From an optimization exercise on the open Yosys and OpenROAD flow, aimed at small area, a short achievable clock period and few clock cycles per item; shortcuts taken in it are not production practice.
Function was checked by simulation only, so behaviour that the tests miss may differ from the original.

**flow/design.v**
```verilog
`timescale 1ns / 1ps
module serial_multiplier (
    input  logic        clk,
    input  logic        rst,
    input  logic        start,
    input  logic [2:0]  funct3,         
    input  logic [31:0] A,
    input  logic [31:0] B,
    output logic [63:0] result_64,      
    output logic [31:0] result,         
    output logic        ready,
    output logic        stall
);
    logic        busy;
    logic [32:0] a;                     
    logic [7:0]  one, two, neg;         
    logic        d16;                   
    logic        hi_sel;                
    logic [33:0] hs, hc;                
    logic [15:0] lo_s, lo_c;            
    logic [0:0]  cnt;
    logic        first;                 
    logic        xg;                    
    logic        kg;                    
    logic        cin;                   
    logic [16:0] l;                     
    wire a_sgn = (funct3 != 3'b011);
    wire b_sgn = funct3[2] | ~funct3[1];
    function automatic logic [23:0] booth(input logic [16:0] t);
        logic [7:0] o, w, n;
        for (int i = 0; i < 8; i++) begin
            o[i] = t[2*i+1] ^ t[2*i];
            w[i] = (t[2*i+2] & ~t[2*i+1] & ~t[2*i]) | (~t[2*i+2] & t[2*i+1] & t[2*i]);
            n[i] = t[2*i+2] & ~(t[2*i+1] & t[2*i]);
        end
        booth = {n, w, o};
    endfunction
    function automatic logic [33:0] pprow(input logic o, input logic w, input logic n,
                                          input logic [32:0] m);
        logic [33:0] p;
        p = (({34{o}} & {m[32], m}) | ({34{w}} & {m, 1'b0})) ^ {34{n}};
        pprow = {~p[33], p[32:0]};
    endfunction
    wire [33:0] u0 = pprow(one[0], two[0], neg[0], a);
    wire [33:0] u1 = pprow(one[1], two[1], neg[1], a);
    wire [33:0] u2 = pprow(one[2], two[2], neg[2], a);
    wire [33:0] u3 = pprow(one[3], two[3], neg[3], a);
    wire [33:0] u4 = pprow(one[4], two[4], neg[4], a);
    wire [33:0] u5 = pprow(one[5], two[5], neg[5], a);
    wire [33:0] u6 = pprow(one[6], two[6], neg[6], a);
    wire [33:0] u7 = pprow(one[7], two[7], neg[7], a);
    wire [32:0] xr = a & {33{xg}};
    wire [32:0] ux = {~xr[32], xr[31:0]};
    wire [33:0] hs_in = hs & {34{~first}};
    wire [33:0] hc_in = hc & {34{~first}};
    logic [49:0] cs_s, cs_c;
    wire fs0, fc0, fs1, fc1, fs2, fc2, fs3, fc3, fs4, fc4, fs5, fc5, fs6, fc6, fs7, fc7, fs8, fc8, fs9, fc9, fs10, fc10, fs11, fc11, fs12, fc12, fs13, fc13, fs14, fc14, fs15, fc15, fs16, fc16, fs17, fc17, fs18, fc18, fs19, fc19, fs20, fc20, fs21, fc21, fs22, fc22, fs23, fc23, fs24, fc24, fs25, fc25, fs26, fc26, fs27, fc27, fs28, fc28, fs29, fc29, fs30, fc30, fs31, fc31, fs32, fc32, fs33, fc33, fs34, fc34, fs35, fc35, fs36, fc36, fs37, fc37, fs38, fc38, fs39, fc39, fs40, fc40, fs41, fc41, fs42, fc42, fs43, fc43, fs44, fc44, fs45, fc45, fs46, fc46, fs47, fc47, fs48, fc48, fs49, fc49, fs50, fc50, fs51, fc51, fs52, fc52, fs53, fc53, fs54, fc54, fs55, fc55, fs56, fc56, fs57, fc57, fs58, fc58, fs59, fc59, fs60, fc60, fs61, fc61, fs62, fc62, fs63, fc63, fs64, fc64, fs65, fc65, fs66, fc66, fs67, fc67, fs68, fc68, fs69, fc69, fs70, fc70, fs71, fc71, fs72, fc72, fs73, fc73, fs74, fc74, fs75, fc75, fs76, fc76, fs77, fc77, fs78, fc78, fs79, fc79, fs80, fc80, fs81, fc81, fs82, fc82, fs83, fc83, fs84, fc84, fs85, fc85, fs86, fc86, fs87, fc87, fs88, fc88, fs89, fc89, fs90, fc90, fs91, fc91, fs92, fc92, fs93, fc93, fs94, fc94, fs95, fc95, fs96, fc96, fs97, fc97, fs98, fc98, fs99, fc99, fs100, fc100, fs101, fc101, fs102, fc102, fs103, fc103, fs104, fc104, fs105, fc105, fs106, fc106, fs107, fc107, fs108, fc108, fs109, fc109, fs110, fc110, fs111, fc111, fs112, fc112, fs113, fc113, fs114, fc114, fs115, fc115, fs116, fc116, fs117, fc117, fs118, fc118, fs119, fc119, fs120, fc120, fs121, fc121, fs122, fc122, fs123, fc123, fs124, fc124, fs125, fc125, fs126, fc126, fs127, fc127, fs128, fc128, fs129, fc129, fs130, fc130, fs131, fc131, fs132, fc132, fs133, fc133, fs134, fc134, fs135, fc135, fs136, fc136, fs137, fc137, fs138, fc138, fs139, fc139, fs140, fc140, fs141, fc141, fs142, fc142, fs143, fc143, fs144, fc144, fs145, fc145, fs146, fc146, fs147, fc147, fs148, fc148, fs149, fc149, fs150, fc150, fs151, fc151, fs152, fc152, fs153, fc153, fs154, fc154, fs155, fc155, fs156, fc156, fs157, fc157, fs158, fc158, fs159, fc159, fs160, fc160, fs161, fc161, fs162, fc162, fs163, fc163, fs164, fc164, fs165, fc165, fs166, fc166, fs167, fc167, fs168, fc168, fs169, fc169, fs170, fc170, fs171, fc171, fs172, fc172, fs173, fc173, fs174, fc174, fs175, fc175, fs176, fc176, fs177, fc177, fs178, fc178, fs179, fc179, fs180, fc180, fs181, fc181, fs182, fc182, fs183, fc183, fs184, fc184, fs185, fc185, fs186, fc186, fs187, fc187, fs188, fc188, fs189, fc189, fs190, fc190, fs191, fc191, fs192, fc192, fs193, fc193, fs194, fc194, fs195, fc195, fs196, fc196, fs197, fc197, fs198, fc198, fs199, fc199, fs200, fc200, fs201, fc201, fs202, fc202, fs203, fc203, fs204, fc204, fs205, fc205, fs206, fc206, fs207, fc207, fs208, fc208, fs209, fc209, fs210, fc210, fs211, fc211, fs212, fc212, fs213, fc213, fs214, fc214, fs215, fc215, fs216, fc216, fs217, fc217, fs218, fc218, fs219, fc219, fs220, fc220, fs221, fc221, fs222, fc222, fs223, fc223, fs224, fc224, fs225, fc225, fs226, fc226, fs227, fc227, fs228, fc228, fs229, fc229, fs230, fc230, fs231, fc231, fs232, fc232, fs233, fc233, fs234, fc234, fs235, fc235, fs236, fc236, fs237, fc237, fs238, fc238, fs239, fc239, fs240, fc240, fs241, fc241, fs242, fc242, fs243, fc243, fs244, fc244, fs245, fc245, fs246, fc246, fs247, fc247, fs248, fc248, fs249, fc249, fs250, fc250, fs251, fc251, fs252, fc252, fs253, fc253, fs254, fc254, fs255, fc255, fs256, fc256, fs257, fc257, fs258, fc258, fs259, fc259, fs260, fc260, fs261, fc261, fs262, fc262, fs263, fc263, fs264, fc264, fs265, fc265, fs266, fc266, fs267, fc267, fs268, fc268, fs269, fc269, fs270, fc270, fs271, fc271, fs272, fc272, fs273, fc273, fs274, fc274, fs275, fc275, fs276, fc276, fs277, fc277, fs278, fc278, fs279, fc279, fs280, fc280, fs281, fc281, fs282, fc282, fs283, fc283, fs284, fc284, fs285, fc285, fs286, fc286, fs287, fc287, fs288, fc288, fs289, fc289, fs290, fc290, fs291, fc291, fs292, fc292, fs293, fc293, fs294, fc294, fs295, fc295, fs296, fc296, fs297, fc297, fs298, fc298, fs299, fc299, fs300, fc300;
    wire has0, hac0, has1, hac1, has2, hac2, has3, hac3, has4, hac4, has5, hac5, has6, hac6, has7, hac7, has8, hac8, has9, hac9, has10, hac10, has11, hac11, has12, hac12, has13, hac13, has14, hac14;
    serial_multiplier_fa fa0 (.a(hs_in[0]), .b(hc_in[0]), .c(neg[0]), .s(fs0), .co(fc0));
    serial_multiplier_fa fa1 (.a(hs_in[1]), .b(hc_in[1]), .c(u0[1]), .s(fs1), .co(fc1));
    serial_multiplier_fa fa2 (.a(hs_in[2]), .b(hc_in[2]), .c(neg[1]), .s(fs2), .co(fc2));
    serial_multiplier_fa fa3 (.a(u0[2]), .b(u1[0]), .c(fs2), .s(fs3), .co(fc3));
    serial_multiplier_fa fa4 (.a(hs_in[3]), .b(hc_in[3]), .c(u0[3]), .s(fs4), .co(fc4));
    serial_multiplier_fa fa5 (.a(u1[1]), .b(fc2), .c(fs4), .s(fs5), .co(fc5));
    serial_multiplier_fa fa6 (.a(hs_in[4]), .b(hc_in[4]), .c(neg[2]), .s(fs6), .co(fc6));
    serial_multiplier_fa fa7 (.a(u0[4]), .b(u1[2]), .c(u2[0]), .s(fs7), .co(fc7));
    serial_multiplier_fa fa8 (.a(fs6), .b(fc4), .c(fs7), .s(fs8), .co(fc8));
    serial_multiplier_fa fa9 (.a(hs_in[5]), .b(hc_in[5]), .c(u0[5]), .s(fs9), .co(fc9));
    serial_multiplier_fa fa10 (.a(u1[3]), .b(u2[1]), .c(fc6), .s(fs10), .co(fc10));
    serial_multiplier_fa fa11 (.a(fc7), .b(fs9), .c(fs10), .s(fs11), .co(fc11));
    serial_multiplier_fa fa12 (.a(hs_in[6]), .b(hc_in[6]), .c(neg[3]), .s(fs12), .co(fc12));
    serial_multiplier_fa fa13 (.a(u0[6]), .b(u1[4]), .c(u2[2]), .s(fs13), .co(fc13));
    serial_multiplier_fa fa14 (.a(u3[0]), .b(fs12), .c(fc9), .s(fs14), .co(fc14));
    serial_multiplier_fa fa15 (.a(fc10), .b(fs13), .c(fs14), .s(fs15), .co(fc15));
    serial_multiplier_fa fa16 (.a(hs_in[7]), .b(hc_in[7]), .c(u0[7]), .s(fs16), .co(fc16));
    serial_multiplier_fa fa17 (.a(u1[5]), .b(u2[3]), .c(u3[1]), .s(fs17), .co(fc17));
    serial_multiplier_fa fa18 (.a(fc12), .b(fc13), .c(fs16), .s(fs18), .co(fc18));
    serial_multiplier_fa fa19 (.a(fs17), .b(fc14), .c(fs18), .s(fs19), .co(fc19));
    serial_multiplier_fa fa20 (.a(hs_in[8]), .b(hc_in[8]), .c(neg[4]), .s(fs20), .co(fc20));
    serial_multiplier_fa fa21 (.a(u0[8]), .b(u1[6]), .c(u2[4]), .s(fs21), .co(fc21));
    serial_multiplier_fa fa22 (.a(u3[2]), .b(u4[0]), .c(fs20), .s(fs22), .co(fc22));
    serial_multiplier_fa fa23 (.a(fc16), .b(fc17), .c(fs21), .s(fs23), .co(fc23));
    serial_multiplier_fa fa24 (.a(fs22), .b(fc18), .c(fs23), .s(fs24), .co(fc24));
    serial_multiplier_fa fa25 (.a(hs_in[9]), .b(hc_in[9]), .c(u0[9]), .s(fs25), .co(fc25));
    serial_multiplier_fa fa26 (.a(u1[7]), .b(u2[5]), .c(u3[3]), .s(fs26), .co(fc26));
    serial_multiplier_fa fa27 (.a(u4[1]), .b(fc20), .c(fc21), .s(fs27), .co(fc27));
    serial_multiplier_fa fa28 (.a(fs25), .b(fs26), .c(fc22), .s(fs28), .co(fc28));
    serial_multiplier_fa fa29 (.a(fs27), .b(fc23), .c(fs28), .s(fs29), .co(fc29));
    serial_multiplier_fa fa30 (.a(hs_in[10]), .b(hc_in[10]), .c(neg[5]), .s(fs30), .co(fc30));
    serial_multiplier_fa fa31 (.a(u0[10]), .b(u1[8]), .c(u2[6]), .s(fs31), .co(fc31));
    serial_multiplier_fa fa32 (.a(u3[4]), .b(u4[2]), .c(u5[0]), .s(fs32), .co(fc32));
    serial_multiplier_fa fa33 (.a(fs30), .b(fc25), .c(fc26), .s(fs33), .co(fc33));
    serial_multiplier_fa fa34 (.a(fs31), .b(fs32), .c(fc27), .s(fs34), .co(fc34));
    serial_multiplier_fa fa35 (.a(fs33), .b(fc28), .c(fs34), .s(fs35), .co(fc35));
    serial_multiplier_fa fa36 (.a(hs_in[11]), .b(hc_in[11]), .c(u0[11]), .s(fs36), .co(fc36));
    serial_multiplier_fa fa37 (.a(u1[9]), .b(u2[7]), .c(u3[5]), .s(fs37), .co(fc37));
    serial_multiplier_fa fa38 (.a(u4[3]), .b(u5[1]), .c(fc30), .s(fs38), .co(fc38));
    serial_multiplier_fa fa39 (.a(fc31), .b(fc32), .c(fs36), .s(fs39), .co(fc39));
    serial_multiplier_fa fa40 (.a(fs37), .b(fs38), .c(fc33), .s(fs40), .co(fc40));
    serial_multiplier_fa fa41 (.a(fs39), .b(fc34), .c(fs40), .s(fs41), .co(fc41));
    serial_multiplier_fa fa42 (.a(hs_in[12]), .b(hc_in[12]), .c(neg[6]), .s(fs42), .co(fc42));
    serial_multiplier_fa fa43 (.a(u0[12]), .b(u1[10]), .c(u2[8]), .s(fs43), .co(fc43));
    serial_multiplier_fa fa44 (.a(u3[6]), .b(u4[4]), .c(u5[2]), .s(fs44), .co(fc44));
    serial_multiplier_fa fa45 (.a(u6[0]), .b(fs42), .c(fc36), .s(fs45), .co(fc45));
    serial_multiplier_fa fa46 (.a(fc37), .b(fc38), .c(fs43), .s(fs46), .co(fc46));
    serial_multiplier_fa fa47 (.a(fs44), .b(fs45), .c(fc39), .s(fs47), .co(fc47));
    serial_multiplier_fa fa48 (.a(fs46), .b(fc40), .c(fs47), .s(fs48), .co(fc48));
    serial_multiplier_fa fa49 (.a(hs_in[13]), .b(hc_in[13]), .c(u0[13]), .s(fs49), .co(fc49));
    serial_multiplier_fa fa50 (.a(u1[11]), .b(u2[9]), .c(u3[7]), .s(fs50), .co(fc50));
    serial_multiplier_fa fa51 (.a(u4[5]), .b(u5[3]), .c(u6[1]), .s(fs51), .co(fc51));
    serial_multiplier_fa fa52 (.a(fc42), .b(fc43), .c(fc44), .s(fs52), .co(fc52));
    serial_multiplier_fa fa53 (.a(fs49), .b(fs50), .c(fs51), .s(fs53), .co(fc53));
    serial_multiplier_fa fa54 (.a(fc45), .b(fs52), .c(fc46), .s(fs54), .co(fc54));
    serial_multiplier_fa fa55 (.a(fs53), .b(fc47), .c(fs54), .s(fs55), .co(fc55));
    serial_multiplier_fa fa56 (.a(hs_in[14]), .b(hc_in[14]), .c(neg[7]), .s(fs56), .co(fc56));
    serial_multiplier_fa fa57 (.a(u0[14]), .b(u1[12]), .c(u2[10]), .s(fs57), .co(fc57));
    serial_multiplier_fa fa58 (.a(u3[8]), .b(u4[6]), .c(u5[4]), .s(fs58), .co(fc58));
    serial_multiplier_fa fa59 (.a(u6[2]), .b(u7[0]), .c(fs56), .s(fs59), .co(fc59));
    serial_multiplier_fa fa60 (.a(fc49), .b(fc50), .c(fc51), .s(fs60), .co(fc60));
    serial_multiplier_fa fa61 (.a(fs57), .b(fs58), .c(fs59), .s(fs61), .co(fc61));
    serial_multiplier_fa fa62 (.a(fc52), .b(fs60), .c(fc53), .s(fs62), .co(fc62));
    serial_multiplier_fa fa63 (.a(fs61), .b(fc54), .c(fs62), .s(fs63), .co(fc63));
    serial_multiplier_fa fa64 (.a(hs_in[15]), .b(hc_in[15]), .c(u0[15]), .s(fs64), .co(fc64));
    serial_multiplier_fa fa65 (.a(u1[13]), .b(u2[11]), .c(u3[9]), .s(fs65), .co(fc65));
    serial_multiplier_fa fa66 (.a(u4[7]), .b(u5[5]), .c(u6[3]), .s(fs66), .co(fc66));
    serial_multiplier_fa fa67 (.a(u7[1]), .b(fc56), .c(fc57), .s(fs67), .co(fc67));
    serial_multiplier_fa fa68 (.a(fc58), .b(fs64), .c(fs65), .s(fs68), .co(fc68));
    serial_multiplier_fa fa69 (.a(fs66), .b(fc59), .c(fc60), .s(fs69), .co(fc69));
    serial_multiplier_fa fa70 (.a(fs67), .b(fc61), .c(fs68), .s(fs70), .co(fc70));
    serial_multiplier_fa fa71 (.a(fc62), .b(fs69), .c(fs70), .s(fs71), .co(fc71));
    serial_multiplier_fa fa72 (.a(hs_in[16]), .b(hc_in[16]), .c(ux[0]), .s(fs72), .co(fc72));
    serial_multiplier_fa fa73 (.a(u0[16]), .b(u1[14]), .c(u2[12]), .s(fs73), .co(fc73));
    serial_multiplier_fa fa74 (.a(u3[10]), .b(u4[8]), .c(u5[6]), .s(fs74), .co(fc74));
    serial_multiplier_fa fa75 (.a(u6[4]), .b(u7[2]), .c(fs72), .s(fs75), .co(fc75));
    serial_multiplier_fa fa76 (.a(fc64), .b(fc65), .c(fc66), .s(fs76), .co(fc76));
    serial_multiplier_fa fa77 (.a(fs73), .b(fs74), .c(fs75), .s(fs77), .co(fc77));
    serial_multiplier_fa fa78 (.a(fc67), .b(fs76), .c(fc68), .s(fs78), .co(fc78));
    serial_multiplier_fa fa79 (.a(fs77), .b(fc69), .c(fc70), .s(fs79), .co(fc79));
    serial_multiplier_fa fa80 (.a(fs78), .b(fc71), .c(fs79), .s(fs80), .co(fc80));
    serial_multiplier_fa fa81 (.a(hs_in[17]), .b(hc_in[17]), .c(ux[1]), .s(fs81), .co(fc81));
    serial_multiplier_fa fa82 (.a(kg), .b(u0[17]), .c(u1[15]), .s(fs82), .co(fc82));
    serial_multiplier_fa fa83 (.a(u2[13]), .b(u3[11]), .c(u4[9]), .s(fs83), .co(fc83));
    serial_multiplier_fa fa84 (.a(u5[7]), .b(u6[5]), .c(u7[3]), .s(fs84), .co(fc84));
    serial_multiplier_fa fa85 (.a(fc72), .b(fs81), .c(fc73), .s(fs85), .co(fc85));
    serial_multiplier_fa fa86 (.a(fc74), .b(fs82), .c(fs83), .s(fs86), .co(fc86));
    serial_multiplier_fa fa87 (.a(fs84), .b(fc75), .c(fc76), .s(fs87), .co(fc87));
    serial_multiplier_fa fa88 (.a(fs85), .b(fc77), .c(fs86), .s(fs88), .co(fc88));
    serial_multiplier_fa fa89 (.a(fc78), .b(fs87), .c(fs88), .s(fs89), .co(fc89));
    assign has0 = fc79 ^ fs89;
    assign hac0 = fc79 & fs89;
    serial_multiplier_fa fa90 (.a(hs_in[18]), .b(hc_in[18]), .c(ux[2]), .s(fs90), .co(fc90));
    serial_multiplier_fa fa91 (.a(kg), .b(u0[18]), .c(u1[16]), .s(fs91), .co(fc91));
    serial_multiplier_fa fa92 (.a(u2[14]), .b(u3[12]), .c(u4[10]), .s(fs92), .co(fc92));
    serial_multiplier_fa fa93 (.a(u5[8]), .b(u6[6]), .c(u7[4]), .s(fs93), .co(fc93));
    serial_multiplier_fa fa94 (.a(fc81), .b(fs90), .c(fc82), .s(fs94), .co(fc94));
    serial_multiplier_fa fa95 (.a(fc83), .b(fc84), .c(fs91), .s(fs95), .co(fc95));
    serial_multiplier_fa fa96 (.a(fs92), .b(fs93), .c(fc85), .s(fs96), .co(fc96));
    serial_multiplier_fa fa97 (.a(fs94), .b(fc86), .c(fs95), .s(fs97), .co(fc97));
    serial_multiplier_fa fa98 (.a(fc87), .b(fs96), .c(fc88), .s(fs98), .co(fc98));
    serial_multiplier_fa fa99 (.a(fs97), .b(fc89), .c(fs98), .s(fs99), .co(fc99));
    serial_multiplier_fa fa100 (.a(hs_in[19]), .b(hc_in[19]), .c(ux[3]), .s(fs100), .co(fc100));
    serial_multiplier_fa fa101 (.a(u0[19]), .b(u1[17]), .c(u2[15]), .s(fs101), .co(fc101));
    serial_multiplier_fa fa102 (.a(u3[13]), .b(u4[11]), .c(u5[9]), .s(fs102), .co(fc102));
    serial_multiplier_fa fa103 (.a(u6[7]), .b(u7[5]), .c(fc90), .s(fs103), .co(fc103));
    serial_multiplier_fa fa104 (.a(fs100), .b(fc91), .c(fc92), .s(fs104), .co(fc104));
    serial_multiplier_fa fa105 (.a(fc93), .b(fs101), .c(fs102), .s(fs105), .co(fc105));
    serial_multiplier_fa fa106 (.a(fs103), .b(fc94), .c(fs104), .s(fs106), .co(fc106));
    serial_multiplier_fa fa107 (.a(fc95), .b(fs105), .c(fc96), .s(fs107), .co(fc107));
    serial_multiplier_fa fa108 (.a(fc97), .b(fs106), .c(fs107), .s(fs108), .co(fc108));
    serial_multiplier_fa fa109 (.a(fc98), .b(fs108), .c(fc99), .s(fs109), .co(fc109));
    serial_multiplier_fa fa110 (.a(hs_in[20]), .b(hc_in[20]), .c(ux[4]), .s(fs110), .co(fc110));
    serial_multiplier_fa fa111 (.a(kg), .b(u0[20]), .c(u1[18]), .s(fs111), .co(fc111));
    serial_multiplier_fa fa112 (.a(u2[16]), .b(u3[14]), .c(u4[12]), .s(fs112), .co(fc112));
    serial_multiplier_fa fa113 (.a(u5[10]), .b(u6[8]), .c(u7[6]), .s(fs113), .co(fc113));
    serial_multiplier_fa fa114 (.a(fc100), .b(fs110), .c(fc101), .s(fs114), .co(fc114));
    serial_multiplier_fa fa115 (.a(fc102), .b(fc103), .c(fs111), .s(fs115), .co(fc115));
    serial_multiplier_fa fa116 (.a(fs112), .b(fs113), .c(fc104), .s(fs116), .co(fc116));
    serial_multiplier_fa fa117 (.a(fs114), .b(fc105), .c(fs115), .s(fs117), .co(fc117));
    serial_multiplier_fa fa118 (.a(fc106), .b(fs116), .c(fs117), .s(fs118), .co(fc118));
    serial_multiplier_fa fa119 (.a(fc107), .b(fs118), .c(fc108), .s(fs119), .co(fc119));
    serial_multiplier_fa fa120 (.a(hs_in[21]), .b(hc_in[21]), .c(ux[5]), .s(fs120), .co(fc120));
    serial_multiplier_fa fa121 (.a(u0[21]), .b(u1[19]), .c(u2[17]), .s(fs121), .co(fc121));
    serial_multiplier_fa fa122 (.a(u3[15]), .b(u4[13]), .c(u5[11]), .s(fs122), .co(fc122));
    serial_multiplier_fa fa123 (.a(u6[9]), .b(u7[7]), .c(fc110), .s(fs123), .co(fc123));
    serial_multiplier_fa fa124 (.a(fs120), .b(fc111), .c(fc112), .s(fs124), .co(fc124));
    serial_multiplier_fa fa125 (.a(fc113), .b(fs121), .c(fs122), .s(fs125), .co(fc125));
    serial_multiplier_fa fa126 (.a(fs123), .b(fc114), .c(fs124), .s(fs126), .co(fc126));
    serial_multiplier_fa fa127 (.a(fc115), .b(fs125), .c(fc116), .s(fs127), .co(fc127));
    serial_multiplier_fa fa128 (.a(fc117), .b(fs126), .c(fs127), .s(fs128), .co(fc128));
    assign has1 = fc118 ^ fs128;
    assign hac1 = fc118 & fs128;
    serial_multiplier_fa fa129 (.a(hs_in[22]), .b(hc_in[22]), .c(ux[6]), .s(fs129), .co(fc129));
    serial_multiplier_fa fa130 (.a(kg), .b(u0[22]), .c(u1[20]), .s(fs130), .co(fc130));
    serial_multiplier_fa fa131 (.a(u2[18]), .b(u3[16]), .c(u4[14]), .s(fs131), .co(fc131));
    serial_multiplier_fa fa132 (.a(u5[12]), .b(u6[10]), .c(u7[8]), .s(fs132), .co(fc132));
    serial_multiplier_fa fa133 (.a(fc120), .b(fs129), .c(fc121), .s(fs133), .co(fc133));
    serial_multiplier_fa fa134 (.a(fc122), .b(fc123), .c(fs130), .s(fs134), .co(fc134));
    serial_multiplier_fa fa135 (.a(fs131), .b(fs132), .c(fc124), .s(fs135), .co(fc135));
    serial_multiplier_fa fa136 (.a(fs133), .b(fc125), .c(fs134), .s(fs136), .co(fc136));
    serial_multiplier_fa fa137 (.a(fc126), .b(fs135), .c(fs136), .s(fs137), .co(fc137));
    serial_multiplier_fa fa138 (.a(fc127), .b(fs137), .c(fc128), .s(fs138), .co(fc138));
    serial_multiplier_fa fa139 (.a(hs_in[23]), .b(hc_in[23]), .c(ux[7]), .s(fs139), .co(fc139));
    serial_multiplier_fa fa140 (.a(u0[23]), .b(u1[21]), .c(u2[19]), .s(fs140), .co(fc140));
    serial_multiplier_fa fa141 (.a(u3[17]), .b(u4[15]), .c(u5[13]), .s(fs141), .co(fc141));
    serial_multiplier_fa fa142 (.a(u6[11]), .b(u7[9]), .c(fc129), .s(fs142), .co(fc142));
    serial_multiplier_fa fa143 (.a(fs139), .b(fc130), .c(fc131), .s(fs143), .co(fc143));
    serial_multiplier_fa fa144 (.a(fc132), .b(fs140), .c(fs141), .s(fs144), .co(fc144));
    serial_multiplier_fa fa145 (.a(fs142), .b(fc133), .c(fs143), .s(fs145), .co(fc145));
    serial_multiplier_fa fa146 (.a(fc134), .b(fs144), .c(fc135), .s(fs146), .co(fc146));
    serial_multiplier_fa fa147 (.a(fc136), .b(fs145), .c(fs146), .s(fs147), .co(fc147));
    assign has2 = fc137 ^ fs147;
    assign hac2 = fc137 & fs147;
    serial_multiplier_fa fa148 (.a(hs_in[24]), .b(hc_in[24]), .c(ux[8]), .s(fs148), .co(fc148));
    serial_multiplier_fa fa149 (.a(kg), .b(u0[24]), .c(u1[22]), .s(fs149), .co(fc149));
    serial_multiplier_fa fa150 (.a(u2[20]), .b(u3[18]), .c(u4[16]), .s(fs150), .co(fc150));
    serial_multiplier_fa fa151 (.a(u5[14]), .b(u6[12]), .c(u7[10]), .s(fs151), .co(fc151));
    serial_multiplier_fa fa152 (.a(fc139), .b(fs148), .c(fc140), .s(fs152), .co(fc152));
    serial_multiplier_fa fa153 (.a(fc141), .b(fc142), .c(fs149), .s(fs153), .co(fc153));
    serial_multiplier_fa fa154 (.a(fs150), .b(fs151), .c(fc143), .s(fs154), .co(fc154));
    serial_multiplier_fa fa155 (.a(fs152), .b(fc144), .c(fs153), .s(fs155), .co(fc155));
    serial_multiplier_fa fa156 (.a(fc145), .b(fs154), .c(fs155), .s(fs156), .co(fc156));
    serial_multiplier_fa fa157 (.a(fc146), .b(fs156), .c(fc147), .s(fs157), .co(fc157));
    serial_multiplier_fa fa158 (.a(hs_in[25]), .b(hc_in[25]), .c(ux[9]), .s(fs158), .co(fc158));
    serial_multiplier_fa fa159 (.a(u0[25]), .b(u1[23]), .c(u2[21]), .s(fs159), .co(fc159));
    serial_multiplier_fa fa160 (.a(u3[19]), .b(u4[17]), .c(u5[15]), .s(fs160), .co(fc160));
    serial_multiplier_fa fa161 (.a(u6[13]), .b(u7[11]), .c(fc148), .s(fs161), .co(fc161));
    serial_multiplier_fa fa162 (.a(fs158), .b(fc149), .c(fc150), .s(fs162), .co(fc162));
    serial_multiplier_fa fa163 (.a(fc151), .b(fs159), .c(fs160), .s(fs163), .co(fc163));
    serial_multiplier_fa fa164 (.a(fs161), .b(fc152), .c(fs162), .s(fs164), .co(fc164));
    serial_multiplier_fa fa165 (.a(fc153), .b(fs163), .c(fc154), .s(fs165), .co(fc165));
    serial_multiplier_fa fa166 (.a(fc155), .b(fs164), .c(fs165), .s(fs166), .co(fc166));
    assign has3 = fc156 ^ fs166;
    assign hac3 = fc156 & fs166;
    serial_multiplier_fa fa167 (.a(hs_in[26]), .b(hc_in[26]), .c(ux[10]), .s(fs167), .co(fc167));
    serial_multiplier_fa fa168 (.a(kg), .b(u0[26]), .c(u1[24]), .s(fs168), .co(fc168));
    serial_multiplier_fa fa169 (.a(u2[22]), .b(u3[20]), .c(u4[18]), .s(fs169), .co(fc169));
    serial_multiplier_fa fa170 (.a(u5[16]), .b(u6[14]), .c(u7[12]), .s(fs170), .co(fc170));
    serial_multiplier_fa fa171 (.a(fc158), .b(fs167), .c(fc159), .s(fs171), .co(fc171));
    serial_multiplier_fa fa172 (.a(fc160), .b(fc161), .c(fs168), .s(fs172), .co(fc172));
    serial_multiplier_fa fa173 (.a(fs169), .b(fs170), .c(fc162), .s(fs173), .co(fc173));
    serial_multiplier_fa fa174 (.a(fs171), .b(fc163), .c(fs172), .s(fs174), .co(fc174));
    serial_multiplier_fa fa175 (.a(fc164), .b(fs173), .c(fs174), .s(fs175), .co(fc175));
    serial_multiplier_fa fa176 (.a(fc165), .b(fs175), .c(fc166), .s(fs176), .co(fc176));
    serial_multiplier_fa fa177 (.a(hs_in[27]), .b(hc_in[27]), .c(ux[11]), .s(fs177), .co(fc177));
    serial_multiplier_fa fa178 (.a(u0[27]), .b(u1[25]), .c(u2[23]), .s(fs178), .co(fc178));
    serial_multiplier_fa fa179 (.a(u3[21]), .b(u4[19]), .c(u5[17]), .s(fs179), .co(fc179));
    serial_multiplier_fa fa180 (.a(u6[15]), .b(u7[13]), .c(fc167), .s(fs180), .co(fc180));
    serial_multiplier_fa fa181 (.a(fs177), .b(fc168), .c(fc169), .s(fs181), .co(fc181));
    serial_multiplier_fa fa182 (.a(fc170), .b(fs178), .c(fs179), .s(fs182), .co(fc182));
    serial_multiplier_fa fa183 (.a(fs180), .b(fc171), .c(fs181), .s(fs183), .co(fc183));
    serial_multiplier_fa fa184 (.a(fc172), .b(fs182), .c(fc173), .s(fs184), .co(fc184));
    serial_multiplier_fa fa185 (.a(fc174), .b(fs183), .c(fs184), .s(fs185), .co(fc185));
    assign has4 = fc175 ^ fs185;
    assign hac4 = fc175 & fs185;
    serial_multiplier_fa fa186 (.a(hs_in[28]), .b(hc_in[28]), .c(ux[12]), .s(fs186), .co(fc186));
    serial_multiplier_fa fa187 (.a(kg), .b(u0[28]), .c(u1[26]), .s(fs187), .co(fc187));
    serial_multiplier_fa fa188 (.a(u2[24]), .b(u3[22]), .c(u4[20]), .s(fs188), .co(fc188));
    serial_multiplier_fa fa189 (.a(u5[18]), .b(u6[16]), .c(u7[14]), .s(fs189), .co(fc189));
    serial_multiplier_fa fa190 (.a(fc177), .b(fs186), .c(fc178), .s(fs190), .co(fc190));
    serial_multiplier_fa fa191 (.a(fc179), .b(fc180), .c(fs187), .s(fs191), .co(fc191));
    serial_multiplier_fa fa192 (.a(fs188), .b(fs189), .c(fc181), .s(fs192), .co(fc192));
    serial_multiplier_fa fa193 (.a(fs190), .b(fc182), .c(fs191), .s(fs193), .co(fc193));
    serial_multiplier_fa fa194 (.a(fc183), .b(fs192), .c(fs193), .s(fs194), .co(fc194));
    serial_multiplier_fa fa195 (.a(fc184), .b(fs194), .c(fc185), .s(fs195), .co(fc195));
    serial_multiplier_fa fa196 (.a(hs_in[29]), .b(hc_in[29]), .c(ux[13]), .s(fs196), .co(fc196));
    serial_multiplier_fa fa197 (.a(u0[29]), .b(u1[27]), .c(u2[25]), .s(fs197), .co(fc197));
    serial_multiplier_fa fa198 (.a(u3[23]), .b(u4[21]), .c(u5[19]), .s(fs198), .co(fc198));
    serial_multiplier_fa fa199 (.a(u6[17]), .b(u7[15]), .c(fc186), .s(fs199), .co(fc199));
    serial_multiplier_fa fa200 (.a(fs196), .b(fc187), .c(fc188), .s(fs200), .co(fc200));
    serial_multiplier_fa fa201 (.a(fc189), .b(fs197), .c(fs198), .s(fs201), .co(fc201));
    serial_multiplier_fa fa202 (.a(fs199), .b(fc190), .c(fs200), .s(fs202), .co(fc202));
    serial_multiplier_fa fa203 (.a(fc191), .b(fs201), .c(fc192), .s(fs203), .co(fc203));
    serial_multiplier_fa fa204 (.a(fc193), .b(fs202), .c(fs203), .s(fs204), .co(fc204));
    assign has5 = fc194 ^ fs204;
    assign hac5 = fc194 & fs204;
    serial_multiplier_fa fa205 (.a(hs_in[30]), .b(hc_in[30]), .c(ux[14]), .s(fs205), .co(fc205));
    serial_multiplier_fa fa206 (.a(kg), .b(u0[30]), .c(u1[28]), .s(fs206), .co(fc206));
    serial_multiplier_fa fa207 (.a(u2[26]), .b(u3[24]), .c(u4[22]), .s(fs207), .co(fc207));
    serial_multiplier_fa fa208 (.a(u5[20]), .b(u6[18]), .c(u7[16]), .s(fs208), .co(fc208));
    serial_multiplier_fa fa209 (.a(fc196), .b(fs205), .c(fc197), .s(fs209), .co(fc209));
    serial_multiplier_fa fa210 (.a(fc198), .b(fc199), .c(fs206), .s(fs210), .co(fc210));
    serial_multiplier_fa fa211 (.a(fs207), .b(fs208), .c(fc200), .s(fs211), .co(fc211));
    serial_multiplier_fa fa212 (.a(fs209), .b(fc201), .c(fs210), .s(fs212), .co(fc212));
    serial_multiplier_fa fa213 (.a(fc202), .b(fs211), .c(fs212), .s(fs213), .co(fc213));
    serial_multiplier_fa fa214 (.a(fc203), .b(fs213), .c(fc204), .s(fs214), .co(fc214));
    serial_multiplier_fa fa215 (.a(hs_in[31]), .b(hc_in[31]), .c(ux[15]), .s(fs215), .co(fc215));
    serial_multiplier_fa fa216 (.a(u0[31]), .b(u1[29]), .c(u2[27]), .s(fs216), .co(fc216));
    serial_multiplier_fa fa217 (.a(u3[25]), .b(u4[23]), .c(u5[21]), .s(fs217), .co(fc217));
    serial_multiplier_fa fa218 (.a(u6[19]), .b(u7[17]), .c(fc205), .s(fs218), .co(fc218));
    serial_multiplier_fa fa219 (.a(fs215), .b(fc206), .c(fc207), .s(fs219), .co(fc219));
    serial_multiplier_fa fa220 (.a(fc208), .b(fs216), .c(fs217), .s(fs220), .co(fc220));
    serial_multiplier_fa fa221 (.a(fs218), .b(fc209), .c(fs219), .s(fs221), .co(fc221));
    serial_multiplier_fa fa222 (.a(fc210), .b(fs220), .c(fc211), .s(fs222), .co(fc222));
    serial_multiplier_fa fa223 (.a(fc212), .b(fs221), .c(fs222), .s(fs223), .co(fc223));
    assign has6 = fc213 ^ fs223;
    assign hac6 = fc213 & fs223;
    serial_multiplier_fa fa224 (.a(hs_in[32]), .b(hc_in[32]), .c(ux[16]), .s(fs224), .co(fc224));
    serial_multiplier_fa fa225 (.a(u0[32]), .b(u1[30]), .c(u2[28]), .s(fs225), .co(fc225));
    serial_multiplier_fa fa226 (.a(u3[26]), .b(u4[24]), .c(u5[22]), .s(fs226), .co(fc226));
    serial_multiplier_fa fa227 (.a(u6[20]), .b(u7[18]), .c(fc215), .s(fs227), .co(fc227));
    serial_multiplier_fa fa228 (.a(fs224), .b(fc216), .c(fc217), .s(fs228), .co(fc228));
    serial_multiplier_fa fa229 (.a(fc218), .b(fs225), .c(fs226), .s(fs229), .co(fc229));
    serial_multiplier_fa fa230 (.a(fs227), .b(fc219), .c(fs228), .s(fs230), .co(fc230));
    serial_multiplier_fa fa231 (.a(fc220), .b(fs229), .c(fc221), .s(fs231), .co(fc231));
    serial_multiplier_fa fa232 (.a(fs230), .b(fc222), .c(fs231), .s(fs232), .co(fc232));
    serial_multiplier_fa fa233 (.a(fc223), .b(fs232), .c(hac6), .s(fs233), .co(fc233));
    serial_multiplier_fa fa234 (.a(hs_in[33]), .b(hc_in[33]), .c(ux[17]), .s(fs234), .co(fc234));
    serial_multiplier_fa fa235 (.a(u0[33]), .b(u1[31]), .c(u2[29]), .s(fs235), .co(fc235));
    serial_multiplier_fa fa236 (.a(u3[27]), .b(u4[25]), .c(u5[23]), .s(fs236), .co(fc236));
    serial_multiplier_fa fa237 (.a(u6[21]), .b(u7[19]), .c(fc224), .s(fs237), .co(fc237));
    serial_multiplier_fa fa238 (.a(fs234), .b(fc225), .c(fc226), .s(fs238), .co(fc238));
    serial_multiplier_fa fa239 (.a(fc227), .b(fs235), .c(fs236), .s(fs239), .co(fc239));
    serial_multiplier_fa fa240 (.a(fs237), .b(fc228), .c(fs238), .s(fs240), .co(fc240));
    serial_multiplier_fa fa241 (.a(fc229), .b(fs239), .c(fc230), .s(fs241), .co(fc241));
    serial_multiplier_fa fa242 (.a(fs240), .b(fc231), .c(fs241), .s(fs242), .co(fc242));
    assign has7 = fc232 ^ fs242;
    assign hac7 = fc232 & fs242;
    serial_multiplier_fa fa243 (.a(ux[18]), .b(kg), .c(u1[32]), .s(fs243), .co(fc243));
    serial_multiplier_fa fa244 (.a(u2[30]), .b(u3[28]), .c(u4[26]), .s(fs244), .co(fc244));
    serial_multiplier_fa fa245 (.a(u5[24]), .b(u6[22]), .c(u7[20]), .s(fs245), .co(fc245));
    serial_multiplier_fa fa246 (.a(fc234), .b(fc235), .c(fc236), .s(fs246), .co(fc246));
    serial_multiplier_fa fa247 (.a(fc237), .b(fs243), .c(fs244), .s(fs247), .co(fc247));
    serial_multiplier_fa fa248 (.a(fs245), .b(fc238), .c(fs246), .s(fs248), .co(fc248));
    serial_multiplier_fa fa249 (.a(fc239), .b(fs247), .c(fc240), .s(fs249), .co(fc249));
    serial_multiplier_fa fa250 (.a(fs248), .b(fc241), .c(fs249), .s(fs250), .co(fc250));
    assign has8 = fc242 ^ fs250;
    assign hac8 = fc242 & fs250;
    serial_multiplier_fa fa251 (.a(ux[19]), .b(u1[33]), .c(u2[31]), .s(fs251), .co(fc251));
    serial_multiplier_fa fa252 (.a(u3[29]), .b(u4[27]), .c(u5[25]), .s(fs252), .co(fc252));
    serial_multiplier_fa fa253 (.a(u6[23]), .b(u7[21]), .c(fc243), .s(fs253), .co(fc253));
    serial_multiplier_fa fa254 (.a(fc244), .b(fc245), .c(fs251), .s(fs254), .co(fc254));
    serial_multiplier_fa fa255 (.a(fs252), .b(fc246), .c(fs253), .s(fs255), .co(fc255));
    serial_multiplier_fa fa256 (.a(fc247), .b(fs254), .c(fc248), .s(fs256), .co(fc256));
    serial_multiplier_fa fa257 (.a(fs255), .b(fc249), .c(fs256), .s(fs257), .co(fc257));
    assign has9 = fc250 ^ fs257;
    assign hac9 = fc250 & fs257;
    serial_multiplier_fa fa258 (.a(ux[20]), .b(kg), .c(u2[32]), .s(fs258), .co(fc258));
    serial_multiplier_fa fa259 (.a(u3[30]), .b(u4[28]), .c(u5[26]), .s(fs259), .co(fc259));
    serial_multiplier_fa fa260 (.a(u6[24]), .b(u7[22]), .c(fc251), .s(fs260), .co(fc260));
    serial_multiplier_fa fa261 (.a(fc252), .b(fs258), .c(fs259), .s(fs261), .co(fc261));
    serial_multiplier_fa fa262 (.a(fc253), .b(fs260), .c(fc254), .s(fs262), .co(fc262));
    serial_multiplier_fa fa263 (.a(fs261), .b(fc255), .c(fs262), .s(fs263), .co(fc263));
    serial_multiplier_fa fa264 (.a(fc256), .b(fs263), .c(fc257), .s(fs264), .co(fc264));
    serial_multiplier_fa fa265 (.a(ux[21]), .b(u2[33]), .c(u3[31]), .s(fs265), .co(fc265));
    serial_multiplier_fa fa266 (.a(u4[29]), .b(u5[27]), .c(u6[25]), .s(fs266), .co(fc266));
    serial_multiplier_fa fa267 (.a(u7[23]), .b(fc258), .c(fc259), .s(fs267), .co(fc267));
    serial_multiplier_fa fa268 (.a(fs265), .b(fs266), .c(fc260), .s(fs268), .co(fc268));
    serial_multiplier_fa fa269 (.a(fs267), .b(fc261), .c(fc262), .s(fs269), .co(fc269));
    serial_multiplier_fa fa270 (.a(fs268), .b(fc263), .c(fs269), .s(fs270), .co(fc270));
    serial_multiplier_fa fa271 (.a(ux[22]), .b(kg), .c(u3[32]), .s(fs271), .co(fc271));
    serial_multiplier_fa fa272 (.a(u4[30]), .b(u5[28]), .c(u6[26]), .s(fs272), .co(fc272));
    serial_multiplier_fa fa273 (.a(u7[24]), .b(fc265), .c(fc266), .s(fs273), .co(fc273));
    serial_multiplier_fa fa274 (.a(fs271), .b(fs272), .c(fc267), .s(fs274), .co(fc274));
    serial_multiplier_fa fa275 (.a(fs273), .b(fc268), .c(fs274), .s(fs275), .co(fc275));
    assign has10 = fc269 ^ fs275;
    assign hac10 = fc269 & fs275;
    serial_multiplier_fa fa276 (.a(ux[23]), .b(u3[33]), .c(u4[31]), .s(fs276), .co(fc276));
    serial_multiplier_fa fa277 (.a(u5[29]), .b(u6[27]), .c(u7[25]), .s(fs277), .co(fc277));
    serial_multiplier_fa fa278 (.a(fc271), .b(fc272), .c(fs276), .s(fs278), .co(fc278));
    serial_multiplier_fa fa279 (.a(fs277), .b(fc273), .c(fs278), .s(fs279), .co(fc279));
    serial_multiplier_fa fa280 (.a(fc274), .b(fs279), .c(fc275), .s(fs280), .co(fc280));
    serial_multiplier_fa fa281 (.a(ux[24]), .b(kg), .c(u4[32]), .s(fs281), .co(fc281));
    serial_multiplier_fa fa282 (.a(u5[30]), .b(u6[28]), .c(u7[26]), .s(fs282), .co(fc282));
    serial_multiplier_fa fa283 (.a(fc276), .b(fc277), .c(fs281), .s(fs283), .co(fc283));
    serial_multiplier_fa fa284 (.a(fs282), .b(fc278), .c(fs283), .s(fs284), .co(fc284));
    assign has11 = fc279 ^ fs284;
    assign hac11 = fc279 & fs284;
    serial_multiplier_fa fa285 (.a(ux[25]), .b(u4[33]), .c(u5[31]), .s(fs285), .co(fc285));
    serial_multiplier_fa fa286 (.a(u6[29]), .b(u7[27]), .c(fc281), .s(fs286), .co(fc286));
    serial_multiplier_fa fa287 (.a(fc282), .b(fs285), .c(fs286), .s(fs287), .co(fc287));
    serial_multiplier_fa fa288 (.a(fc283), .b(fc284), .c(fs287), .s(fs288), .co(fc288));
    serial_multiplier_fa fa289 (.a(ux[26]), .b(kg), .c(u5[32]), .s(fs289), .co(fc289));
    serial_multiplier_fa fa290 (.a(u6[30]), .b(u7[28]), .c(fc285), .s(fs290), .co(fc290));
    serial_multiplier_fa fa291 (.a(fs289), .b(fc286), .c(fs290), .s(fs291), .co(fc291));
    assign has12 = fc287 ^ fs291;
    assign hac12 = fc287 & fs291;
    serial_multiplier_fa fa292 (.a(ux[27]), .b(u5[33]), .c(u6[31]), .s(fs292), .co(fc292));
    serial_multiplier_fa fa293 (.a(u7[29]), .b(fc289), .c(fs292), .s(fs293), .co(fc293));
    serial_multiplier_fa fa294 (.a(fc290), .b(fs293), .c(fc291), .s(fs294), .co(fc294));
    serial_multiplier_fa fa295 (.a(ux[28]), .b(kg), .c(u6[32]), .s(fs295), .co(fc295));
    serial_multiplier_fa fa296 (.a(u7[30]), .b(fc292), .c(fs295), .s(fs296), .co(fc296));
    assign has13 = fc293 ^ fs296;
    assign hac13 = fc293 & fs296;
    serial_multiplier_fa fa297 (.a(ux[29]), .b(u6[33]), .c(u7[31]), .s(fs297), .co(fc297));
    serial_multiplier_fa fa298 (.a(fc295), .b(fs297), .c(fc296), .s(fs298), .co(fc298));
    serial_multiplier_fa fa299 (.a(ux[30]), .b(kg), .c(u7[32]), .s(fs299), .co(fc299));
    assign has14 = fc297 ^ fs299;
    assign hac14 = fc297 & fs299;
    serial_multiplier_fa fa300 (.a(ux[31]), .b(u7[33]), .c(fc299), .s(fs300), .co(fc300));
    assign cs_s[0] = u0[0];
    assign cs_c[0] = fs0;
    assign cs_s[1] = fc0;
    assign cs_c[1] = fs1;
    assign cs_s[2] = fc1;
    assign cs_c[2] = fs3;
    assign cs_s[3] = fc3;
    assign cs_c[3] = fs5;
    assign cs_s[4] = fc5;
    assign cs_c[4] = fs8;
    assign cs_s[5] = fc8;
    assign cs_c[5] = fs11;
    assign cs_s[6] = fc11;
    assign cs_c[6] = fs15;
    assign cs_s[7] = fc15;
    assign cs_c[7] = fs19;
    assign cs_s[8] = fc19;
    assign cs_c[8] = fs24;
    assign cs_s[9] = fc24;
    assign cs_c[9] = fs29;
    assign cs_s[10] = fc29;
    assign cs_c[10] = fs35;
    assign cs_s[11] = fc35;
    assign cs_c[11] = fs41;
    assign cs_s[12] = fc41;
    assign cs_c[12] = fs48;
    assign cs_s[13] = fc48;
    assign cs_c[13] = fs55;
    assign cs_s[14] = fc55;
    assign cs_c[14] = fs63;
    assign cs_s[15] = fc63;
    assign cs_c[15] = fs71;
    assign cs_s[16] = fs80;
    assign cs_c[16] = 1'b0;
    assign cs_s[17] = fc80;
    assign cs_c[17] = has0;
    assign cs_s[18] = hac0;
    assign cs_c[18] = fs99;
    assign cs_s[19] = fs109;
    assign cs_c[19] = 1'b0;
    assign cs_s[20] = fc109;
    assign cs_c[20] = fs119;
    assign cs_s[21] = fc119;
    assign cs_c[21] = has1;
    assign cs_s[22] = hac1;
    assign cs_c[22] = fs138;
    assign cs_s[23] = fc138;
    assign cs_c[23] = has2;
    assign cs_s[24] = hac2;
    assign cs_c[24] = fs157;
    assign cs_s[25] = fc157;
    assign cs_c[25] = has3;
    assign cs_s[26] = hac3;
    assign cs_c[26] = fs176;
    assign cs_s[27] = fc176;
    assign cs_c[27] = has4;
    assign cs_s[28] = hac4;
    assign cs_c[28] = fs195;
    assign cs_s[29] = fc195;
    assign cs_c[29] = has5;
    assign cs_s[30] = hac5;
    assign cs_c[30] = fs214;
    assign cs_s[31] = fc214;
    assign cs_c[31] = has6;
    assign cs_s[32] = fs233;
    assign cs_c[32] = 1'b0;
    assign cs_s[33] = fc233;
    assign cs_c[33] = has7;
    assign cs_s[34] = hac7;
    assign cs_c[34] = has8;
    assign cs_s[35] = hac8;
    assign cs_c[35] = has9;
    assign cs_s[36] = hac9;
    assign cs_c[36] = fs264;
    assign cs_s[37] = fc264;
    assign cs_c[37] = fs270;
    assign cs_s[38] = fc270;
    assign cs_c[38] = has10;
    assign cs_s[39] = hac10;
    assign cs_c[39] = fs280;
    assign cs_s[40] = fc280;
    assign cs_c[40] = has11;
    assign cs_s[41] = hac11;
    assign cs_c[41] = fs288;
    assign cs_s[42] = fc288;
    assign cs_c[42] = has12;
    assign cs_s[43] = hac12;
    assign cs_c[43] = fs294;
    assign cs_s[44] = fc294;
    assign cs_c[44] = has13;
    assign cs_s[45] = hac13;
    assign cs_c[45] = fs298;
    assign cs_s[46] = fc298;
    assign cs_c[46] = has14;
    assign cs_s[47] = hac14;
    assign cs_c[47] = fs300;
    assign cs_s[48] = ux[32];
    assign cs_c[48] = fc300;
    assign cs_s[49] = 1'b0;
    assign cs_c[49] = 1'b0;
    wire [48:0] pw = {hs[31:0], lo_s, 1'b1} + {hc[31:0], lo_c, cin};
    wire [16:0] lo_sum = {pw[17] ^ hs[0] ^ hc[0], pw[16:1]};
    assign result_64 = {pw[48:1], l[16:1]};
    assign result    = hi_sel ? result_64[63:32] : result_64[31:0];
    assign stall     = busy;
    always_ff @(posedge clk or posedge rst) begin
        if (rst) begin
            busy  <= 1'b0;
            ready <= 1'b0;
        end else begin
            busy  <= busy ? (cnt != 1'd1) : start;
            ready <= busy & (cnt == 1'd1);
        end
    end
    always_ff @(posedge clk) begin
        first <= ~busy;
        xg    <= busy & (cnt == 1'd0) & d16;
        kg    <= busy & (cnt == 1'd0);
        cnt   <= busy ? cnt + 1'd1 : 1'd0;
        hs    <= cs_s[49:16];
        hc    <= cs_c[49:16];
        lo_s  <= cs_s[15:0];
        lo_c  <= cs_c[15:0];
        cin   <= ~first & lo_sum[16];
        if (busy) begin
            l <= {lo_sum[15:0], l[16:16]};
            {neg, two, one} <= booth(l[16:0]);
        end else begin
            l <= B[31:15];
            {neg, two, one} <= booth({B[15:0], 1'b0});
            a      <= {a_sgn & A[31], A};
            d16    <= ~b_sgn & B[31];
            hi_sel <= ~funct3[2] & (funct3[1] | funct3[0]);
        end
    end
endmodule
module serial_multiplier_fa (
    input  logic a,
    input  logic b,
    input  logic c,
    output logic s,
    output logic co
);
    assign s  = a ^ b ^ c;
    assign co = (a & b) | (a & c) | (b & c);
endmodule
```
**flow/flow/run.sh**
```bash
#!/bin/bash
# Own layout flow: the standard flow, with two placement/sizing knobs changed.
# - the port buffers are buf_1 cells (the standard flow's buffer_ports picks a
#   delay buffer, clkdlybuf4s50_1, for every port);
# - the resizer may change a cell to one with another footprint (the platform
#   sets MATCH_CELL_FOOTPRINT=1), so a flip-flop can be upsized.
# Synthesis is the standard synthesis, unchanged.
set -euo pipefail
bash standard.sh synth > flow_synth.log 2>&1
sed -e 's|^make -C |make MATCH_CELL_FOOTPRINT=0 "BUFFER_PORTS_ARGS=-buffer_cell sky130_fd_sc_hd__buf_1" -C |' standard.sh > layout.sh
grep -q 'MATCH_CELL_FOOTPRINT=0' layout.sh
bash layout.sh finish > flow_layout.log 2>&1
```
**flow/standard.sh**
```bash
#!/bin/bash
# synth_recipe.tcl (not shown) runs the flow's synth.tcl, then flattens the netlist and writes it again
# the make line also repeats each setting of config.mk as NAME=value (left out here)
make -C /OpenROAD-flow-scripts/flow DESIGN_CONFIG=/design/flow/config.mk WORK_HOME=/design/flow/orfs CLKGATE_MAP_FILE= SYNTH_SCRIPT=/design/flow/synth_recipe.tcl "${@:-finish}"
```
**flow/config.mk**
```make
export PLATFORM = sky130hd
export DESIGN_NAME = serial_multiplier
export DESIGN_NICKNAME = serial_multiplier
export VERILOG_FILES = /design/flow/design.v
export SDC_FILE = /design/flow/constraint.sdc
export NUM_CORES = 4
export LEC_CHECK = 0
export CAP_MARGIN = 20
export CORE_MARGIN = 2
export CORE_UTILIZATION = 50
export SETUP_SLACK_MARGIN = 1.2
export SLEW_MARGIN = 20
export SYNTH_HIERARCHICAL = 1
export SYNTH_MINIMUM_KEEP_SIZE = 0
```
**flow/constraint.sdc**
```tcl
create_clock -name core_clock -period 5.5 [get_ports {clk}]
set_input_delay 1.1000 -clock core_clock [delete_from_list [all_inputs] [get_ports {clk}]]
set_output_delay 1.1000 -clock core_clock [all_outputs]
set_load 0.01 [all_outputs]
```
==> summary.md, run 1 <==
| Metric | Value |
|---|---|
| Setup CP Type | `register to output pin` |
| # Max-Cap Violations | `0` |
| Crit. End Element | `output pin` |
| Slew at the pin closest to its max-slew limit | `0.9464 ns` |
| CTS tree | `yes` |
| Flops & latches, synth | `178` |
| Die H | `205.5 um` |
| Crit path launch type | `register` |
| Setup ws final | `1.224 ns` |
| GR Util All Layers | `33.64%` |
| # IOs | `168` |
| Dpl hpwl | `53710 um` |
| Final Hold Vio Count | `0` |
| Layout fillers | `3527` |
| Core area | `0.03991 mm^2` |
| Die Area | `0.04221 mm^2` |
| Number of synthesized flops with an enable pin | `35` |
| Outcome | `timing/DRC/antenna clean` |
| Post-Synth Simple-Gate Area | `8.361%` |
| Number of global-route vias before repair | `16510` |
| Cts bufs inserted | `17` |
| Placed Instance Area | `0.02122 mm^2` |
| Post-Synth XOR/XNOR Area | `13.50%` |
| Critical Path RT | `4.40 ns` |
| Asr flop ratio synth | `1.124%` |
| Period utilization | `77.75%` |
| Final setup TNS | `0 ns` |
| Minimum hold slack | `0.4247 ns` |
| Most common cell after layout, fill and taps aside | `fa_1` |
| DR iter-0 viols | `1548` |
| Min cycle time layout | `4.276 ns` |
| Post-synth cell types | `82` |
| Post-route DRC | `0` |
| RSZ-0062 raised after global routing | `yes` |
| Pre-Repair DR Iteration Count | `6` |
| Crit path DAT | `3.18 ns` |
| Starting Density | `50.84%` |
| Placed instance count | `2489` |
| Hold buffer count at cts | `0` |
| Die W | `205.5 um` |
| Mux cell area share after synthesis | `2.386%` |
| Main combinational cell family by area after synthesis | `adder cells` |
| Clk_skew | `0.01684 ns` |
| Htree depth | `4` |
| Synth-to-Final Area Change | `12.42%` |
| Initial antenna violation count | `3` |
| Area of the multi-input gates | `0.01589 mm^2` |
| Register area share after synthesis | `19.34%` |
| Ratio of cells with drive above 1 in the final layout | `16.01%` |
| Placer Congestion | `0.9550` |
| Fmax | `0.2339 GHz` |
| Clock latency (worst-skew pair) | `0.48 ns` |
| Vias per cell | `6.269` |
| DP Worst Slack | `1.000 ns` |
| Post-route cell area | `0.02281 mm^2` |
| TritonCTS Sinks | `178` |
| Vias | `16180` |
| Post-route insts no fill | `2581` |
| Worst min path class | `input port to async pin` |
| DR WL/cell | `27.03 um` |
| Clock-pin slew on the worst setup and hold paths | `0.08 ns` |
| Most frequent cells in the layout | `fa_1 (301), xnor2_1 (285), a22oi_1 (256)` |
| Adder-Cell Fraction of Synth Area | `34.35%` |
| Largest net degree at the start of global routing | `56` |
| CP Max Fanout | `6` |
| Remaining global-route overflow | `0` |
| IO buf count | `167` |
| Rel. slew slack | `36.82%` |
| Routed wire length | `69750 um` |
| Root Buffer Master | `clkbuf_16` |
| Fin nets | `2488` |
| Synth Area in Compound Gates | `17.13%` |
| Post-Syn Area per Cell | `10.46 um^2` |
| Maximum clock path buffer count | `2` |
| Final setup violation count | `0` |
| Post-synthesis cell count | `1940` |
| Final core utilization | `57.15%` |
| Pins Over Slew Limit | `0` |
| Rows | `73` |
| Syn. warnings | `7` |
| ANT nets after route | `0` |
| Synth Cell Area | `0.02029 mm^2` |
| FF/Latch Area | `0.003961 mm^2` |
| Dominant synthesized flop cell | `dfxtp_1` |
| First-pass GRT wire length | `103800 um` |
registers in the layout, indices dropped and copies added (netlist names), 8 cells and up:
signal	flops
l	17
lo_c	16
lo_s	16
hs	33
neg	8
hc	30
a	33
two	8
one	8
path summary, 6_finish.rpt:
path / start / to / slack [ns] / depth (start not counted)
max: lo_s[0] / result[28] / 1.22 / 10
min: rst / ready / 0.42 / 2
max reg2reg: two[2] / hc[6] / 1.27 / 9
min reg2reg: cnt / cnt / 0.44 / 1
max in group asynchronous: rst / busy / 4.95 / 2
min in group core_clock: cnt / cnt / 0.44 / 1
Yosys cell counts, drive strengths merged (3+ instances only):
master,number,area (um^2)
and3,11,70.07
clkbuf,177,684.4
o21ai,30,153.9
and2,41,259.0
nor2,58,217.7
mux2,43,484.2
a31oi,15,93.84
nand3,13,70.07
o32ai,7,61.31
a22oi,256,1922
or3b,6,52.55
o31a,3,26.28
dfxtp,141,2823
a21oi,60,315.3
o211ai,7,62.56
o41ai,4,42.55
inv,19,71.32
nor2b,67,419.2
o22ai,4,25.02
nor4,5,31.28
nand2b,3,18.77
nand3b,6,45.04
a211oi,16,135.1
o21a,8,61.31
nand4,13,81.33
a21boi,4,30.03
o211a,4,40.04
nor3,12,60.06
xor2,24,217.7
o31ai,8,78.82
nor3b,5,37.54
ha,74,925.9
fa,302,6046
nand2,71,266.5
o21bai,10,75.07
buf,39,232.7
a21o,23,176.4
xnor2,288,2522
edfxtp,35,1051
final cells by class:
cell class	instances	area share [%]
flip-flops and latches	178	17.36
well taps	525	2.879
clock inverters	15	0.5539
repair buffers	295	7.322
diodes	1	0.01097
clock buffers	17	1.865
inverters	21	0.3455
multi-input cells	1529	69.66
worst max-delay path, cell delays in order, from the launching register on:
cell and delay (ns):
dfxtp_2 0.34, ha_1 0.32, a211oi_2 0.23, o21a_2 0.24, a211oi_4 0.10, o21ai_4 0.29, o31ai_4 0.15, a211o_4 0.39
a2111oi_1 0.36, nor3b_1 0.12, buf_1 0.15
per-module statistics from Yosys, one instance, submodules excluded:
module / cell area, um^2 / cells / times used / flip-flops and latches
serial_multiplier_fa: 20.02 / 1 / 301 / 0
serial_multiplier: 14270 / 1639 / 1 / 178
timing repair:
item,CTS,global route
setup buffers,13,46
resized for setup,47,72
pin swaps,17,32
setup endpoints to repair,51,42
endpoints found under the hold margin,0,0
layer usage:
metal | share of wire, % | track usage [%]
met5 | 0.033 | 0
met4 | 6.4 | 20.32
met3 | 7.3 | 5.575
met2 | 47 | 54.40
met1 | 39 | 42.36
cell families (layout without fill, tap and decap cells):
group,after synthesis,in the layout
AOI/OAI and AO/OA,476,476
xor gates and xnor gates,312,312
adders and majority gates,376,376
buffers and inverters,237,348
DFF,178,178
muxes,43,43
other,1,6
and+or+nand+nor,317,317
Testbench counts, summed over its fixed seeds: cycles 9,608, items 3,200.
==> run 2, diff against run 1 <==
--- a/flow/design.v
+++ b/flow/design.v
@@ -14,6 +14,7 @@
     logic        busy;
     logic [32:0] a;                     
     logic [7:0]  one, two, neg;         
+    logic [7:0]  one_h, two_h, neg_h;   
     logic        d16;                   
     logic        hi_sel;                
     logic [33:0] hs, hc;                
@@ -41,14 +42,30 @@
         p = (({34{o}} & {m[32], m}) | ({34{w}} & {m, 1'b0})) ^ {34{n}};
         pprow = {~p[33], p[32:0]};
     endfunction
-    wire [33:0] u0 = pprow(one[0], two[0], neg[0], a);
-    wire [33:0] u1 = pprow(one[1], two[1], neg[1], a);
-    wire [33:0] u2 = pprow(one[2], two[2], neg[2], a);
-    wire [33:0] u3 = pprow(one[3], two[3], neg[3], a);
-    wire [33:0] u4 = pprow(one[4], two[4], neg[4], a);
-    wire [33:0] u5 = pprow(one[5], two[5], neg[5], a);
-    wire [33:0] u6 = pprow(one[6], two[6], neg[6], a);
-    wire [33:0] u7 = pprow(one[7], two[7], neg[7], a);
+    wire [33:0] uh0 = pprow(one_h[0], two_h[0], neg_h[0], a);
+    wire [33:0] ul0 = pprow(one[0], two[0], neg[0], a);
+    wire [33:0] u0 = {uh0[33:17], ul0[16:0]};
+    wire [33:0] uh1 = pprow(one_h[1], two_h[1], neg_h[1], a);
+    wire [33:0] ul1 = pprow(one[1], two[1], neg[1], a);
+    wire [33:0] u1 = {uh1[33:17], ul1[16:0]};
+    wire [33:0] uh2 = pprow(one_h[2], two_h[2], neg_h[2], a);
+    wire [33:0] ul2 = pprow(one[2], two[2], neg[2], a);
+    wire [33:0] u2 = {uh2[33:17], ul2[16:0]};
+    wire [33:0] uh3 = pprow(one_h[3], two_h[3], neg_h[3], a);
+    wire [33:0] ul3 = pprow(one[3], two[3], neg[3], a);
+    wire [33:0] u3 = {uh3[33:17], ul3[16:0]};
+    wire [33:0] uh4 = pprow(one_h[4], two_h[4], neg_h[4], a);
+    wire [33:0] ul4 = pprow(one[4], two[4], neg[4], a);
+    wire [33:0] u4 = {uh4[33:17], ul4[16:0]};
+    wire [33:0] uh5 = pprow(one_h[5], two_h[5], neg_h[5], a);
+    wire [33:0] ul5 = pprow(one[5], two[5], neg[5], a);
+    wire [33:0] u5 = {uh5[33:17], ul5[16:0]};
+    wire [33:0] uh6 = pprow(one_h[6], two_h[6], neg_h[6], a);
+    wire [33:0] ul6 = pprow(one[6], two[6], neg[6], a);
+    wire [33:0] u6 = {uh6[33:17], ul6[16:0]};
+    wire [33:0] uh7 = pprow(one_h[7], two_h[7], neg_h[7], a);
+    wire [33:0] ul7 = pprow(one[7], two[7], neg[7], a);
+    wire [33:0] u7 = {uh7[33:17], ul7[16:0]};
     wire [32:0] xr = a & {33{xg}};
     wire [32:0] ux = {~xr[32], xr[31:0]};
     wire [33:0] hs_in = hs & {34{~first}};
@@ -514,9 +531,12 @@
         if (busy) begin
             l <= {lo_sum[15:0], l[16:16]};
             {neg, two, one} <= booth(l[16:0]);
+            {neg_h, two_h, one_h} <= booth(l[16:0]);
         end else begin
             l <= B[31:15];
             {neg, two, one} <= booth({B[15:0], 1'b0});
+            if (start)
+                {neg_h, two_h, one_h} <= booth({B[15:0], 1'b0});
             a      <= {a_sgn & A[31], A};
             d16    <= ~b_sgn & B[31];
             hi_sel <= ~funct3[2] & (funct3[1] | funct3[0]);
==> summary.md, run 2 <==
| Metric | Value |
|---|---|
| Post-synth cell types | `70` |
| CTS tree | `yes` |
| CP Max Fanout | `4` |
| # IOs | `168` |
| WP buf/inv | `5` |
| Number of global-route vias before repair | `16190` |
| Asr flop ratio synth | `0.9901%` |
| Fmax | `0.2165 GHz` |
| Die H | `207.9 um` |
| DR WL/cell | `26.87 um` |
| Post-Syn Area per Cell | `10.69 um^2` |
| Clock latency (worst-skew pair) | `0.58 ns` |
| Cts bufs inserted | `26` |
| Clk_skew | `0.02471 ns` |
| Outcome | `timing/DRC/antenna clean` |
| Vias per cell | `6.120` |
| Count leader, synth | `fa_1` |
| DP Worst Slack | `1.127 ns` |
| Post-route insts no fill | `2617` |
| R2r startpoint | `two[3]` |
| Layout fillers | `3477` |
| IO buf count | `167` |
| Dpl hpwl | `54200 um` |
| Die Area | `0.04322 mm^2` |
| Top cells by count, synth | `fa_1 (302), xnor2_1 (290), a22oi_1 (256), clkbuf_1 (175), dfxtp_1 (141)` |
| Worst setup path end | `result[27]` |
| Pins Over Slew Limit | `0` |
| Initial antenna violation count | `5` |
| Clock-pin slew on the worst setup and hold paths | `0.06 ns` |
| Htree depth | `1` |
| End of the worst register-to-register path | `hs[3]` |
| CP Launch Point | `cin` |
| Critical-path top delay cell | `fa_2` |
| Placed instance count | `2490` |
| Root Buffer Master | `clkbuf_16` |
| Post-route cell area | `0.02396 mm^2` |
| Final Hold Vio Count | `0` |
| Starting Density | `50.80%` |
| Worst min path class | `input port to async pin` |
| Flops & latches, synth | `202` |
| TritonCTS Sinks | `202` |
| Setup ws final | `0.8817 ns` |
| Vias | `16020` |
| Die W | `207.9 um` |
| Setup CP Type | `register to output pin` |
| Min cycle time layout | `4.618 ns` |
| Register area share after synthesis | `22.34%` |
| Maximum clock path buffer count | `3` |
| Area fraction of the dominant cell type after synthesis | `29.08%` |
| Final setup TNS | `0 ns` |
| Placer Congestion | `0.9332` |
| Crit path DAT | `3.52 ns` |
| Most frequent cells in the layout | `fa_1 (301), xnor2_1 (282), a22oi_1 (256)` |
| Crit-path cells | `inv_2 > fa_2 > and2b_1 > o211ai_2 > buf_6 > a211oi_4 > buf_6 > o21ai_4 > o41ai_4 > o221ai_2 > buf_4 > xnor2_4 > mux2_4 > buf_6` |
| Routed wire length | `70310 um` |
| # Max-Cap Violations | `0` |
| GR Util All Layers | `31.95%` |
| Dominant synthesized flop cell | `dfxtp_1` |
| Rel. slew slack | `26.71%` |
| Top flop regs | `a (33), hs (33), hc (30)` |
| Hold buffer count at cts | `0` |
| Fin nets | `2510` |
| Post-synthesis cell count | `1945` |
| CP peak stage delay | `0.38 ns` |
| Slew at the pin closest to its max-slew limit | `1.088 ns` |
| Critical Path RT | `4.40 ns` |
| Syn. warnings | `7` |
run 2: routing by layer:
layer  GRT usage, %  vias to the layer above  share of wire [%]
met2          52.26                      779                 48
met4          12.67                        8                4.6
li1               -                     6931                  -
met1          42.05                     8128                 39
met3          6.038                      169                7.9
met5              0                        -              0.065
run 2: cell families after synthesis:
kind of cell,after synthesis,share of synthesized area (%)
compound gates,451,15.60
fa+ha+maj,376,33.54
xor+xnor,318,13.47
simple gates,310,7.734
buf+inv,238,4.646
flops,202,22.34
mux,49,2.654
other cells,1,0.01804
run 2: worst min-delay path by stage:
stage,endpoint,startpoint
finish,ready,rst
global route,ready,rst
CTS,ready,rst
detailed placement,cnt,cnt
global placement,cnt,cnt
floorplan,cnt,cnt
run 2: repair_timing:
action	CTS	global route
endpoints found under the setup margin	49	50
buffers inserted	26	52
pin swaps	29	26
endpoints found under the hold margin	0	0
resized for setup	96	79
run 2: layout make-up:
cell class,instances,area share [%]
inverter,19,0.2976
clock buffer,29,2.940
multi-input combinational,1509,66.08
sequential,202,19.46
antenna,1,0.01044
clock inverter,19,0.9034
tap,532,2.778
timing repair buffer,306,7.535
run 2: modules after synthesis, one instance, submodules excluded:
module                cells  times used
serial_multiplier_fa      1         301
serial_multiplier      1644           1
run 2: stage by stage:
step / hold slack (ns) / utilization (%)
global placement: 0.4270 / 52.93
floorplan: 0.3935 / -
detailed placement: 0.4311 / 52.95
CTS: 0.3342 / 56.70
finish: 0.3576 / 58.55
global route: 0.3585 / 58.54
run 2: worst reg2reg max path, cell delays in order, from the launching register on:
cell and delay (ns):
dfxtp_1 0.89, a22oi_1 0.19, xnor2_1 0.20, fa_1 0.60, fa_1 0.46, fa_1 0.47, fa_1 0.40, fa_1 0.43
fa_1 0.44
Testbench counts of run 2, summed over its fixed seeds: cycles 9,608, items 3,200.

separate check: timing with driven ports:
The flow's constraints put no driver on any port. The routed layouts listed below were extracted and timed again, unchanged, in two steps. Step 1 (the two cells are an assumption about what drives the block):
set clk [get_ports {clk}]
set_driving_cell -lib_cell sky130_fd_sc_hd__clkbuf_16 $clk
set_driving_cell -lib_cell sky130_fd_sc_hd__buf_2 [delete_from_list [all_inputs] $clk]
Step 2 adds t to the input delays and takes it off the output delays; t is the mean of the earliest and latest rising clock arrival at the registers after step 1. Input paths then give back, and output paths get back, about the clock's delay inside the block. a / b / c = ideal / step 1 / step 2; a / b = the first two.
| run | t, ns | setup WS [ns] | latest minus earliest clock arrival (ns) |
|---|---|---|---|
| run 1 | 0.530 | 1.224 / 1.168 / 1.265 | 0.018 / 0.018 |
| run 2 | 0.621 | 0.882 / 0.823 / 1.301 | 0.026 / 0.025 |
After both steps every run listed still meets setup and hold.
